This design comes from an exercise in tuning for small area, a short achievable clock period and few clock cycles per item on the open sky130 flow, not from production work. Only simulation tests tie the RTL to the original design; equivalence was not proved. Power is estimated from default activity; no workload was simulated.

// mcalu
module mcalu(
  input             clk,
  input             rst,
  input             exers_mcalu_issue,
  input [4:0]       exers_mcalu_op,
  input [6:0]       exers_robid,
  input [5:0]       exers_rd,
  input [31:0]      exers_op1,
  input [31:0]      exers_op2,
  output            mcalu_stall,
  output            mcalu_valid,
  output            mcalu_error,
  output [4:0]      mcalu_ecause,
  output [6:0]      mcalu_robid,
  output [5:0]      mcalu_rd,
  output [31:0]     mcalu_result,
  input             wb_mcalu_stall,
  input             rob_flush);
export LEC_CHECK = 0
export ABC_AREA = 1
export CAP_MARGIN = 20
export CORE_MARGIN = 2
export CORE_UTILIZATION = 40
export SLEW_MARGIN = 20
create_clock -name core_clock -period 20.0 [get_ports {clk}]
run.sh (not shown) runs the stock make flow with config.mk's settings and CLKGATE_MAP_FILE= SYNTH_SCRIPT=/design/flow/synth_recipe.tcl, a recipe that flattens the netlist after the stock synthesis.
Testbench counts at the start, summed over its fixed seeds: cycles 11,809, items 3,200.
Then changed:
--- a/flow/design.v
+++ b/flow/design.v
@@ -23,22 +23,22 @@
   reg        stall_q;
   reg        v_ir;
   reg [4:0]  op;
   reg [6:0]  robid;
   reg [5:0]  rd;
   reg [31:0] A, B;
-  reg [31:0] M;       
   reg [3:0]  bx;
   reg [32:0] H;
   reg        x0;
   reg        bs;
   reg [2:0]  st;
   reg [4:0]  cnt;
   reg        nq;
   reg        cin;
   reg [5:0]  lzaq, lzbq;
+  reg        paq, pbq;
   reg        bzq;
   reg        v_o;
   reg [31:0] res_o;
   reg [6:0]  robid_o;
   reg [5:0]  rd_o;
   assign mcalu_stall  = stall_q;
@@ -112,14 +112,16 @@
   wire        sa     = d_sgn & A[31];
   wire        nb     = d_sgn & B[31];
   wire        in_sg  = ~exers_mcalu_op[0];
   wire [5:0]  lza_in, lzb_in;
   lzs32 u_lza (.x(exers_op1), .sg(in_sg), .n(lza_in));
   lzs32 u_lzb (.x(exers_op2), .sg(in_sg), .n(lzb_in));
+  wire        pa_in  = in_sg & exers_op1[31] & ~|(~exers_op1[31:1] & exers_op1[30:0]);
+  wire        pb_in  = in_sg & exers_op2[31] & ~|(~exers_op2[31:1] & exers_op2[30:0]);
   wire        b_zero = bzq;
-  wire [6:0]  kc     = {1'b0, lzbq} - {1'b0, lzaq} + {6'b0, sa};
+  wire [6:0]  kc     = {1'b0, lzbq} - {1'b0, lzaq} + {6'b0, paq} - {6'b0, pbq};
   wire        early  = kc[6] | bzq;
   wire [4:0]  kcl    = kc[5] ? 5'd31 : kc[4:0];
   wire [31:0] sx_lo   = is_div ? (B ^ {32{~nb}}) : (sh_left ? A : rev32(A));
   wire        sh_fill = is_div ? ~nb : (sh_sra & A[31]);
   wire [4:0]  sh_amt  = is_div ? kcl : B[4:0];
   reg  [35:0] sh_out;
@@ -142,14 +144,14 @@
   integer pj;
   always @(*) begin
     pidx = 5'd0;
     for (pj = 0; pj < 32; pj = pj + 1)
       pidx = pidx | ({5{pm[pj]}} & pj[4:0]);
   end
-  wire        ma_sgn = ma_s & M[31];
-  wire [40:0] m1 = {{9{ma_sgn}}, M};
+  wire        ma_sgn = ma_s & A[31];
+  wire [40:0] m1 = {{9{ma_sgn}}, A};
   wire [40:0] m2 = {m1[39:0], 1'b0};
   function [2:0] booth(input [2:0] m);
     booth = {(m[2] & ~m[1] & ~m[0]) | (~m[2] & m[1] & m[0]), m[1] ^ m[0], m[2]};
   endfunction
   function [11:0] booth4(input [8:0] m);
     booth4 = {booth(m[8:6]), booth(m[6:4]), booth(m[4:2]), booth(m[2:0])};
@@ -218,18 +220,19 @@
     if (~stall_q) begin
       op    <= exers_mcalu_op;
       dq    <= decode(exers_mcalu_op);
       bx    <= 4'b0;
       cin   <= ~md_in & (exers_mcalu_op[3] | (exers_mcalu_op[1] & ~exers_mcalu_op[2]));
       lzaq  <= lza_in;
+      paq   <= pa_in;
+      pbq   <= pb_in;
       lzbq  <= lzb_in;
       bzq   <= ~|exers_op2;
       robid <= exers_robid;
       rd    <= exers_rd;
       A     <= exers_op1;
-      M     <= exers_op1;
       B     <= exers_op2;
       bs    <= exers_op2[31];
       st    <= ST_EX;
       cnt   <= 5'd0;
       H     <= 33'b0;
       x0    <= 1'b0;
What happened: The new run completed without violations. Via count is higher by 3.0%. Design area drops by 2.3%. Clock skew decreases by 0.0052 ns. Routed wire length rises by 6.0%. Setup slack loses 0.26 ns. Clock power came out lower by 10%. Area after synthesis is lower by 2.4%. Sequential share of layout area shrinks by 2.1 points. Count of clock-buffer cells in the layout fell by 1. Critical path depth is lower by 1. Global-route usage grows by 2.9 points. Synthesized cell count climbs by 1.5%.
Testbench counts after the change, summed over its fixed seeds: cycles 11,639, items 3,200.

what the ideal ports hide:
No port has a modelled driver above. Below, the same layouts with a new extraction and two added sets of constraints. Step 1, drivers: a clkbuf_16 drives clk and a buf_2 each remaining input, both assumed. Step 2 moves the port delays by t, midway between the first and last clock arrival at a register: inputs arrive t later, outputs are due t later. That takes back most of the time a late clock gives input paths. a / b / c = ideal ports / drivers / drivers and shift; a / b = the first two.
run	t, ns	slack for setup (ns)	hold slack, ns	worst slew at a driven data input, ns	cell pins on the clock port's net
the first run	0.645	13.676 / 13.676 / 13.545	0.414 / 0.414 / 0.414	0.05	1
the second run	0.688	13.416 / 13.416 / 13.416	0.419 / 0.419 / 0.419	0.05	1
After both steps setup and hold are still met in every run listed. For the first run, which loses most, drivers alone change the setup slack by 0.000 ns; drivers and shift together by -0.131 ns.
